This design comes from an exercise in tuning for small area on the open sky130 flow, not from production work.
The RTL was checked by simulation tests, not by an equivalence proof against the original design.
Power figures rest on the tool's default switching activity, not on a simulated workload.

==> flow/design.v, too long to show whole: its modules and the start of the top module <==
// module fpga_agc: 24921 lines
module fpga_agc(BLKUPL_, BMGXM, BMGXP, BMGYM, BMGYP, BMGZM, BMGZP, CAURST, CDUFAL, CDUXM, CDUXP, CDUYM, CDUYP, CDUZM, CDUZP, CNTRL1, CNTRL2, CTLSAT, DBLTST, DKBSNC, DKEND, DKSTRT, DOSCAL, FREFUN, GATEX_, GATEY_, GATEZ_, GCAPCL, GUIREL, HOLFUN, IMUCAG, IMUFAL, IMUOPR, IN3008, IN3212, IN3213, IN3214, IN3216, IN3301, ISSTOR, LEMATT, LFTOFF, LRIN0, LRIN1, LRRLSC, LVDAGD, MAINRS, MAMU, MANRmP, MANRmR, MANRmY, MANRpP, MANRpR, MANRpY, MARK, MDT01, MDT02, MDT03, MDT04, MDT05, MDT06, MDT07, MDT08, MDT09, MDT10, MDT11, MDT12, MDT13, MDT14, MDT15, MDT16, MKEY1, MKEY2, MKEY3, MKEY4, MKEY5, MLDCH, MLOAD, MNHNC, MNHRPT, MNHSBF, MNIMmP, MNIMmR, MNIMmY, MNIMpP, MNIMpR, MNIMpY, MONPAR, MONWBK, MRDCH, MREAD, MRKREJ, MRKRST, MSTP, MSTRT, MTCSAI, NAVRST, NHALGA, NHVFAL, NKEY1, NKEY2, NKEY3, NKEY4, NKEY5, OPCDFL, OPMSW2, OPMSW3, PCHGOF, PIPAXm, PIPAXp, PIPAYm, PIPAYp, PIPAZm, PIPAZp, ROLGOF, RRIN0, RRIN1, RRPONA, RRRLSC, S4BSAB, SBYBUT, SHAFTM, SHAFTP, SIGNX, SIGNY, SIGNZ, SMSEPR, SPSRDY, STRPRS, TEMPIN, TRANmX, TRANmY, TRANmZ, TRANpX, TRANpY, TRANpZ, TRNM, TRNP, TRST10, TRST9, ULLTHR, UPL0, UPL1, WD167, WD168, XLNK0, XLNK1, ZEROP, mstpeven, mstpodd, ALGA, ALRT0, ALRT1, ALT0, ALT1, ALTSNC, BPLSSW, BPLUS, CDUCLK, CDUXDM, CDUXDP, CDUYDM, CDUYDP, CDUZDM, CDUZDP, CGCWAR, CLK, COARSE, COMACT, DISDAC, DKDATA, DKDATB, ELSNCM, ELSNCN, EMSm, EMSp, ENERIM, ENEROP, GYENAB, GYRRST, GYRSET, GYXM, GYXP, GYYM, GYYP, GYZM, GYZP, ISSTDC, ISSWAR, KYRLS, LRRANG, LRRST, LRSYNC, LRXVEL, LRYVEL, LRZVEL, MBR1, MBR2, MCTRAL_, MGOJAM, MGP_, MIIP, MINHL, MINKL, MNISQ, MON800, MONWT, MOSCAL_, MPAL_, MPIPAL_, MRAG, MRCH, MREQIN, MRGG, MRLG, MROLGT, MRPTAL_, MRSC, MRULOG, MSCAFL_, MSCDBL_, MSP, MSQ10, MSQ11, MSQ12, MSQ13, MSQ14, MSQ16, MSQEXT, MST1, MST2, MST3, MSTPIT_, MT01, MT02, MT03, MT04, MT05, MT06, MT07, MT08, MT09, MT10, MT11, MT12, MTCAL_, MTCSA_, MVFAIL_, MWAG, MWARNF_, MWATCH_, MWBBEG, MWBG, MWCH, MWEBG, MWFBG, MWG, MWL01, MWL02, MWL03, MWL04, MWL05, MWL06, MWL07, MWL08, MWL09, MWL10, MWL11, MWL12, MWL13, MWL14, MWL15, MWL16, MWLG, MWQG, MWSG, MWYG, MWZG, OPEROR, OT1108, OT1110, OT1111, OT1112, OT1113, OT1114, OT1116, OT1207, OT1207_, OTLNK0, OTLNK1, OUTCOM, PIPASW, PIPDAT, PIPINT, RCmXmP, RCmXmY, RCmXpP, RCmXpY, RCmYmR, RCmYpR, RCmZmR, RCmZpR, RCpXmP, RCpXmY, RCpXpP, RCpXpY, RCpYmR, RCpYpR, RCpZmR, RCpZpR, RESTRT, RHCGO, RLYB01, RLYB02, RLYB03, RLYB04, RLYB05, RLYB06, RLYB07, RLYB08, RLYB09, RLYB10, RLYB11, RRRANG, RRRARA, RRRST, RRSYNC, RYWD12, RYWD13, RYWD14, RYWD16, S4BOFF, S4BSEQ, S4BTAK, SBYLIT, SHFTDM, SHFTDP, STARON, STNDBY, STRT1, STRT2, THRSTm, THRSTp, TMPCAU, TRNDM, TRNDP, TVCNAB, UPLACT, VNFLSH, ZEROPT, ZIMCDU, ZOPCDU, n12KPPS, n25KPPS, n3200A, n3200B, n3200C, n3200D, n800RST, n800SET, p28COM, p4SW, p4VDC, clk, reset, rope_addr, rope_data, core_addr, core_we, core_wdata, core_rdata);
  // ...
==> flow/run.sh <==
#!/bin/bash
# synth_recipe.tcl (not shown) runs the flow's synth.tcl, then flattens the netlist and writes it again
# the make line also repeats each setting of config.mk as NAME=value (left out here)
make -C /OpenROAD-flow-scripts/flow DESIGN_CONFIG=/design/flow/config.mk WORK_HOME=/design/flow/orfs CLKGATE_MAP_FILE= SYNTH_SCRIPT=/design/flow/synth_recipe.tcl finish
==> flow/config.mk <==
export PLATFORM = sky130hd
export DESIGN_NAME = fpga_agc
export DESIGN_NICKNAME = fpga_agc
export VERILOG_FILES = /design/flow/design.v
export SDC_FILE = /design/flow/constraint.sdc
export NUM_CORES = 8
export LEC_CHECK = 0
export CAP_MARGIN = 20
export CORE_MARGIN = 2
export CORE_UTILIZATION = 60
export CTS_BUF_LIST = sky130_fd_sc_hd__clkbuf_8
export CTS_CLUSTER_DIAMETER = 50
export CTS_CLUSTER_SIZE = 18
export SLEW_MARGIN = 20
==> flow/constraint.sdc <==
create_clock -name core_clock -period 19.5 [get_ports {clk}]
set_input_delay 3.9000 -clock core_clock [delete_from_list [all_inputs] [get_ports {clk}]]
set_output_delay 3.9000 -clock core_clock [all_outputs]
set_load 0.01 [all_outputs]
==> results.json, run 1 <==
{
  "whs_ns": 0.3557,
  "firstDrtPassIters": 5,
  "n_tap_cell": 5497,
  "maxSlewViolCount": 0,
  "report.final.hold_viol_count": 0,
  "leakage_uw": 0.1048,
  "most-common-layout-cells": "9140 x dfxtp_1, 4406 x nor2_1, 2021 x a211oi_1",
  "synth_fa_ha_area_frac": 0.0003999,
  "start_kind": "input port",
  "synthSimpleGateAreaFrac": 0.1037,
  "top_register": "agc_cnt",
  "grt_use_met3": 0.02681,
  "outcome": "no timing/DRC/antenna violations",
  "async_flop_share": 0.0007647,
  "dr.max_layer_used": "met5",
  "r2r_end": "traya_a09_NOR52412$_SDFF_PP0_",
  "place_area_sq_um": 258400,
  "first_global_vias": 146800,
  "register_area_sq_um": 183300,
  "drt-total-wl_um": 648400,
  "synth_top_area_share": 0.7315,
  "critPathSlowestCell": "clkdlybuf4s50_1",
  "cp.buffers_inverters": 5,
  "maxCapViolCount": 0,
  "synth_edf_count": 0,
  "cp.arrival_ns": 7.57,
  "routedWlPerCell_um": 23.73,
  "drc": 0,
  "seq_area_frac_synth": 0.7322,
  "multi_input_area_share": 0.2297,
  "critPathCaptureType": "primary output",
  "worstPathCellList": "clkdlybuf4s50_1, nand4bb_4, inv_16, buf_4, buf_4, and3_1, clkdlybuf4s50_1",
  "setup_slack_ns": 8.034,
  "fin_crit_ns": 11.47,
  "critPathCapture": "core_wdata[1]",
  "largest_reg_flops": 7,
  "root_buffer": "clkbuf_8",
  "layout_commonest_cell": "dfxtp_1",
  "power_frac_seq": 0.652
}
==> run 2: changes to the inputs <==
==> flow/flow/run.sh (new file) <==
#!/bin/bash
# Own flow: the standard ORFS layout, with two changes to how the layout is made:
#  - ports are buffered with sky130_fd_sc_hd__buf_1 instead of ORFS's default buffer;
#  - clock tree synthesis uses small clusters of clkbuf_8 leaf buffers and no dummy loads.
# Everything else (synthesis, floorplan, power grid, placement, routing) is standard.sh.
set -euo pipefail
export BUFFER_PORTS_ARGS="-buffer_cell sky130_fd_sc_hd__buf_1"
export CTS_ARGS="-sink_clustering_enable -repair_clock_nets -dont_use_dummy_load -buf_list sky130_fd_sc_hd__clkbuf_8 -sink_clustering_size 18 -sink_clustering_max_diameter 50"
bash standard.sh > standard_flow.log 2>&1
==> flow/standard.sh (new file) <==
#!/bin/bash
# synth_recipe.tcl (not shown) runs the flow's synth.tcl, then flattens the netlist and writes it again
# the make line also repeats each setting of config.mk as NAME=value (left out here)
make -C /OpenROAD-flow-scripts/flow DESIGN_CONFIG=/design/flow/config.mk WORK_HOME=/design/flow/orfs CLKGATE_MAP_FILE= SYNTH_SCRIPT=/design/flow/synth_recipe.tcl "${@:-finish}"
--- a/flow/config.mk
+++ b/flow/config.mk
@@ -8,7 +8,4 @@
 export CAP_MARGIN = 20
 export CORE_MARGIN = 2
-export CORE_UTILIZATION = 60
-export CTS_BUF_LIST = sky130_fd_sc_hd__clkbuf_8
-export CTS_CLUSTER_DIAMETER = 50
-export CTS_CLUSTER_SIZE = 18
+export CORE_UTILIZATION = 80
 export SLEW_MARGIN = 20
removed: flow/run.sh
==> run 2 against run 1 <==
  * Synthesized area unchanged
  * Count of clock-buffer cells in the layout down 112
  * Hold slack worse by 0.044 ns
  * Global-route usage up 8.5 points
  * Via count up 3.0%
  * First-iteration DRC count up 27%
==> results.json, run 2 <==
{
  "outcome": "no timing/DRC/antenna violations",
  "rsz0062_at_grt": "false",
  "ys_warn_count": 1,
  "timing.fmax_mhz": 92.00,
  "synth_area_leaders": "dfxtp_1 73%, nor2_1 6.6%, a211oi_1 6.1%",
  "grtUsageTotal": 0.3818,
  "whs_ns": 0.3118,
  "p_clk_frac": 0.298,
  "setup_slack_ns": 8.630,
  "hold_path_depth": 0,
  "syn_inst": 21340,
  "die_width_um": 563.4,
  "finalPower_uw": 27170,
  "report.final.hold_viol_count": 0,
  "cts_setup_buffers": 0,
  "maxCapViolCount": 0,
  "top_register": "agc_cnt",
  "critPathCaptureType": "primary output",
  "power_density_nw_per_um2": 103.7,
  "postRouteAntennaNets": 0,
  "die-area_sq_um": 317400,
  "grt-ovfl-total": 0,
  "cp_data_required_time_ns": 15.60,
  "combPwrFrac": 0.008,
  "htree_levels": 6,
  "synth_area_leader_cell": "dfxtp_1",
  "fin_crit_ns": 10.87,
  "firstDrtPassIters": 8,
  "path_clk_slew_ns": 0.10,
  "core_sq_um": 311600,
  "drc": 0,
  "post-place-ws_ns": 8.731,
  "layout_commonest_cell": "dfxtp_1",
  "drtIter0Drc": 16560,
  "grt_pass1_wl_um": 931900,
  "via_count": 162500,
  "leakage_uw": 0.1014,
  "tightest_slew_ns": 1.250,
  "finalSetupViolCount": 0,
  "synthDistinctLibCells": 60,
  "clock_skew_ns": 0.09643,
  "cts-resized-gates": 0,
  "largest_reg_flops": 7,
  "ir_drop_mv": 0.08761,
  "place_inst": 24960,
  "die_h_um": 563.4,
  "gp_congestion": 0.8587,
  "cp_max_fo": 69,
  "synth_edf_count": 0,
  "relSlewSlack": 0.1657,
  "start_util": 0.8032,
  "most-common-layout-cells": "9143 x dfxtp_1, 4406 x nor2_1, 2021 x a211oi_1",
  "layout-drive-gt1-share": 0.03989,
  "cp.arrival_ns": 6.97,
  "clk_latency_ns": 1.27,
  "clock-sinks": 9154,
  "maxSlewViolCount": 0,
  "grt_max_degree": 213,
  "drt-total-wl_um": 622900,
  "whs_endpoint": "traya_a07_NOR33220_p$_DFF_P_",
  "power_frac_seq": 0.695,
  "fin_setup_tns_ns": 0,
  "reg2reg_slack_ns": 13.62,
  "r2r_end": "traya_a12_NOR34236$_SDFF_PP0_",
  "fin_nets": 21600,
  "ys_seq_elements": 9154,
  "p_int_uw": 21590,
  "first_global_vias": 153400,
  "cts_tree": "done",
  "seq_area_frac_synth": 0.7322,
  "finalCritPeriodShare": 0.5574,
  "synth.avg_cell_area_sq_um": 11.73,
  "crit_type": "in -> out",
  "antenna_found_initial": 56,
  "cts.path.max_buffers": 4,
  "reg2regPathDepth": 8,
  "io_buffer_count": 436,
  "hold_start": "traya_a07_NOR33220$_SDFF_PP0_",
  "async_flop_share": 0.0007647,
  "holdBufCountCts": 0,
  "yosysMostFrequentCell": "dfxtp_1",
  "routedWlPerCell_um": 24.35,
  "synth_top_area_share": 0.7315,
  "vias_per_cell": 6.352,
  "p_sw_uw": 5580,
  "root_buffer": "clkbuf_8",
  "syn_area_sq_um": 250300,
  "syn2layout_area_growth_pct": 4.690,
  "fin_cells": 25580,
  "worstReg2RegStart": "held_b$_DFF_P_",
  "num_rows": 205,
  "synth_top_flop_cell": "dfxtp_1",
  "hold_path.class": "reg -> reg",
  "cts_buffers": 591,
  "synth_common_cells": "9147 x dfxtp_1, 4406 x nor2_1, 2021 x a211oi_1",
  "start_kind": "input port",
  "place_hpwl_um": 408900,
  "io_pins": 441,
  "swShare": 0.2054
}
run 2: cell counts after synthesis:
Identical to the previous run, type by type.
run 2: metrics by stage:
stage | utilization | instance area [sq um]
6_report | 0.8409 | 262100
5_1_grt | 0.8407 | 262000
4_1_cts | 0.8406 | 262000
3_5_place_dp | 0.8145 | 253800
3_3_place_gp | 0.8145 | 253800
2_1_floorplan | - | 250300
run 2: worst max-delay path, stage by stage:
cell,delay (ns)
buf_1,0.27
or3b_4,0.47
buf_4,0.32
inv_4,0.66
buf_4,0.64
and3_1,0.41
buf_1,0.20
run 2: how the worst max path moves through the flow:
stage          startpoint            end  slack [ns]
3_5_place_dp        reset  rope_addr[12]        8.73
6_report            reset  rope_addr[12]        8.63
5_1_grt             reset  rope_addr[12]        8.57
2_1_floorplan       reset          MONWT       10.18
4_1_cts             reset  rope_addr[12]        8.71
3_3_place_gp        reset  rope_addr[12]        8.78
run 2: final cells by class:
cell class,instances,area (sq um)
Fill cell,17150,49580
Tap cell,4140,5180
Multi-Input combinational cell,11020,62180
Sequential cell,9154,183300
Antenna cell,32,80.08
Timing Repair Buffer,602,3008
Clock buffer,591,8134
Inverter,41,177.7
run 2: routing by layer:
metal	up-vias	global-route usage	wire length [um]
met5	-	0	119
met2	5731	0.5838	277500
met4	18	0.1768	32260
met3	1244	0.05641	47080
met1	80590	0.5423	266000
li1	74900	-	-
run 2: kinds of logic (layout without fill, tap and decap cells):
group	Yosys count	in the layout	share of synthesized area
flops	9154	9154	0.7322
simple gates	6068	6068	0.1037
compound gates	4937	4937	0.1437
buf+inv	1166	1234	0.01976
fa+ha+maj	8	8	0.0003999
xor+xnor	5	5	0.0001749
other cells	1	34	0.00001498
run 2: power by group through the flow:
| stage | clock (uW) | sequential (uW) | combinational (uW) |
|---|---|---|---|
| floorplan | 0 | 19300 | 136 |
| CTS | 8080 | 18900 | 210 |
| detailed placement | 0 | 19300 | 209 |
| global route | 8750 | 18900 | 231 |
| global placement | 0 | 19300 | 200 |
| finish | 8080 | 18900 | 213 |
==> run 3: changes to the inputs <==
--- a/flow/config.mk
+++ b/flow/config.mk
@@ -8,4 +8,4 @@
 export CAP_MARGIN = 20
 export CORE_MARGIN = 2
-export CORE_UTILIZATION = 80
+export CORE_UTILIZATION = 60
 export SLEW_MARGIN = 20
==> run 3 against run 2 <==
  * Count of clock-buffer cells in the layout grew 47
  * Sequential share of layout area shrank 0.65 points
  * Hold slack got worse by 0.0098 ns
  * Via count decreased by 3.9%
  * Total power rose by 1.3%
  * Register-to-register slack better by 0.41 ns
  * Synthesized cell count unchanged
  * Routed wire length is 3.7% higher
  * Highest routed layer unchanged
  * Still clean
  * Non-clock buffer count is 2 lower
  * Utilization down 21 points
  * Die area rose by 33%
  * Global-route usage decreased by 8.6 points
==> results.json, run 3 <==
{
  "clock-sinks": 9154,
  "die-area_sq_um": 422400,
  "vias_per_cell": 5.784,
  "fill_cells": 33110,
  "grt_pass1_wl_um": 954400,
  "place_inst": 26310,
  "antenna_found_initial": 86,
  "layout_commonest_cell": "dfxtp_1",
  "cp_max_fo": 124,
  "via_count": 156100,
  "place_hpwl_um": 421000,
  "syn2layout_area_growth_pct": 5.669,
  "path_clk_slew_ns": 0.10,
  "cts_tree": "done",
  "swShare": 0.2085,
  "grt-ovfl-total": 0,
  "synth_common_cells": "9147 x dfxtp_1, 4406 x nor2_1, 2021 x a211oi_1",
  "syn_inst": 21340,
  "syn_area_sq_um": 250300,
  "cp_data_required_time_ns": 15.60,
  "critPathSlowestCell": "buf_4",
  "htree_levels": 6,
  "start_util": 0.6017,
  "fin_util": 0.6358,
  "most-common-layout-cells": "9141 x dfxtp_1, 4406 x nor2_1, 2021 x a211oi_1",
  "reg2regPathDepth": 9,
  "drt-total-wl_um": 646200,
  "power_frac_seq": 0.685,
  "async_flop_share": 0.0007647,
  "synthDistinctLibCells": 60,
  "synth_edf_count": 0,
  "grt_max_degree": 196,
  "cts-resized-gates": 0,
  "synth_area_leaders": "dfxtp_1 73%, nor2_1 6.6%, a211oi_1 6.1%",
  "worstPathCellList": "buf_1, nand4bb_4, inv_16, buf_12, buf_4, and3_1, buf_1",
  "holdBufCountCts": 0,
  "fin_cells": 26990,
  "synth_top_flop_cell": "dfxtp_1",
  "fin_nets": 21650,
  "rsz0062_at_grt": "false",
  "p_clk_frac": 0.307,
  "report.final.hold_viol_count": 0,
  "largest_reg_flops": 7,
  "postRouteAntennaNets": 0,
  "combPwrFrac": 0.008,
  "ys_warn_count": 1,
  "yosysMostFrequentCell": "dfxtp_1",
  "num_rows": 237,
  "fin_crit_ns": 10.94,
  "top_register": "agc_cnt",
  "multi_input_comb_area_sq_um": 62240,
  "io_pins": 441,
  "drc": 0,
  "root_buffer": "clkbuf_8",
  "die_width_um": 649.9,
  "relSlewSlack": 0.2079,
  "outcome": "no timing/DRC/antenna violations",
  "gp_congestion": 0.7921,
  "clk_latency_ns": 1.26,
  "timing.fmax_mhz": 91.44,
  "clock_skew_ns": 0.06974,
  "leakage_uw": 0.1018,
  "routedWlPerCell_um": 23.95,
  "ir_drop_mv": 0.07361,
  "cts_setup_buffers": 0,
  "hold_path_depth": 0,
  "register_area_sq_um": 183300,
  "synth_area_leader_cell": "dfxtp_1",
  "start_kind": "input port",
  "p_sw_uw": 5739,
  "path_common_cell": "buf_1",
  "grtUsageTotal": 0.2954,
  "finalSetupViolCount": 0,
  "cts_buffers": 638,
  "ys_seq_elements": 9154,
  "core_sq_um": 416000,
  "maxCapViolCount": 0,
  "synth_top_area_share": 0.7315,
  "die_h_um": 649.9,
  "layout-drive-gt1-share": 0.04251,
  "drtIter0Drc": 12800,
  "p_int_uw": 21790,
  "firstDrtPassIters": 5,
  "first_global_vias": 145100,
  "fin_setup_tns_ns": 0,
  "finalPower_uw": 27530,
  "critPathCaptureType": "primary output",
  "tightest_slew_ns": 1.187,
  "slowest_delay_ns": 0.60,
  "hold_path.class": "reg -> reg",
  "io_buffer_count": 436,
  "cp.arrival_ns": 7.04,
  "crit_type": "in -> out",
  "power_density_nw_per_um2": 104.1,
  "finalCritPeriodShare": 0.5608,
  "seq_area_frac_synth": 0.7322,
  "cts.path.max_buffers": 4,
  "synth.avg_cell_area_sq_um": 11.73,
  "maxSlewViolCount": 0
}
[run 3: final cells by class]
type,count,share of cell area
Multi-Input combinational cell,11020,0.2353
Antenna cell,36,0.0003406
Sequential cell,9154,0.6930
Timing Repair Buffer,600,0.01150
Inverter,41,0.0006717
Clock buffer,638,0.03320
Tap cell,5497,0.02600
[run 3: critical path, delay by kind of cell]
family / cells / cell delay [ns]
buffers and inverters: 5 / 1.93
AND/OR/NAND/NOR: 2 / 0.75
[run 3: per-stage QoR]
stage	cell area (sq um)	hold slack (ns)	worst slack, ns
floorplan	250300	0.3258	10.18
global placement	255600	0.3476	8.671
detailed placement	255600	0.3511	8.612
CTS	264400	0.3029	8.599
global route	264400	0.3087	8.414
finish	264500	0.3020	8.564
[run 3: routing by layer]
metal  track usage  share of wire  vias to the layer above
met5             0       0.000045                        -
met4       0.06869          0.023                        4
met3       0.02817          0.042                      719
met2        0.4680           0.45                     2963
met1        0.4392           0.48                    77410
li1              -              -                    74980
[run 3: final timing paths]
kind	start	endpoint	slack (ns)
min in group asynchronous	reset	agc_cnt[5]$_DFF_PP0_	2.96
min	traya_a04_NOR36315$_SDFF_PP0_	traya_a04_NOR36315_p$_DFF_P_	0.30
min reg2reg	traya_a04_NOR36315$_SDFF_PP0_	traya_a04_NOR36315_p$_DFF_P_	0.30
max in group asynchronous	reset	agc_cnt[0]$_DFF_PP0_	16.30
max	reset	core_wdata[15]	8.56
max reg2reg	traya_a18_NOR42457$_SDFF_PP0_	traya_a06_NOR40325$_SDFF_PP0_	14.03
[run 3: power groups by stage]
stage	sequential, uW	combinational (uW)	clock [uW]
detailed placement	19300	215	0
global placement	19300	211	0
floorplan	19300	136	0
finish	18900	215	8440
CTS	18900	216	8600
global route	18900	237	9270
[run 3: kinds of logic after synthesis]
kind of cell	count (synthesis)	synth area share
adders and majority gates	8	0.0003999
other	1	0.00001498
AOI/OAI and AO/OA	4937	0.1437
buffers and inverters	1166	0.01976
DFF	9154	0.7322
and+or+nand+nor	6068	0.1037
xor gates and xnor gates	5	0.0001749

## static timing again, ports no longer ideal
The flow's constraints put no driver on any port. The routed layouts listed below were extracted and timed again, unchanged, in two steps. Step 1 assumes that a clkbuf_16 drives the clock port and a buf_2 every other input. Step 2, shift: input delay + t, output delay - t, t = (earliest + latest rising clock arrival at the registers) / 2. This alone moves slack from input paths to output paths. Three values: ideal ports, drivers, drivers and shift; two values: the first two.
| run | t, ns | setup slack, ns | clock arrival spread, ns | worst slew at a driven data input, ns |
|---|---|---|---|---|
| run 1 | 1.360 | 8.034 / 8.013 / 8.013 | 0.050 / 0.050 | 0.08 |
| run 2 | 1.323 | 8.630 / 8.606 / 8.606 | 0.120 / 0.120 | 0.13 |
| run 3 | 1.340 | 8.564 / 8.544 / 8.544 | 0.083 / 0.082 | 0.16 |
After both steps every run listed still meets setup and hold. The setup slack of run 2, which loses most, moves by -0.024 ns with the drivers and by -0.024 ns with both steps.
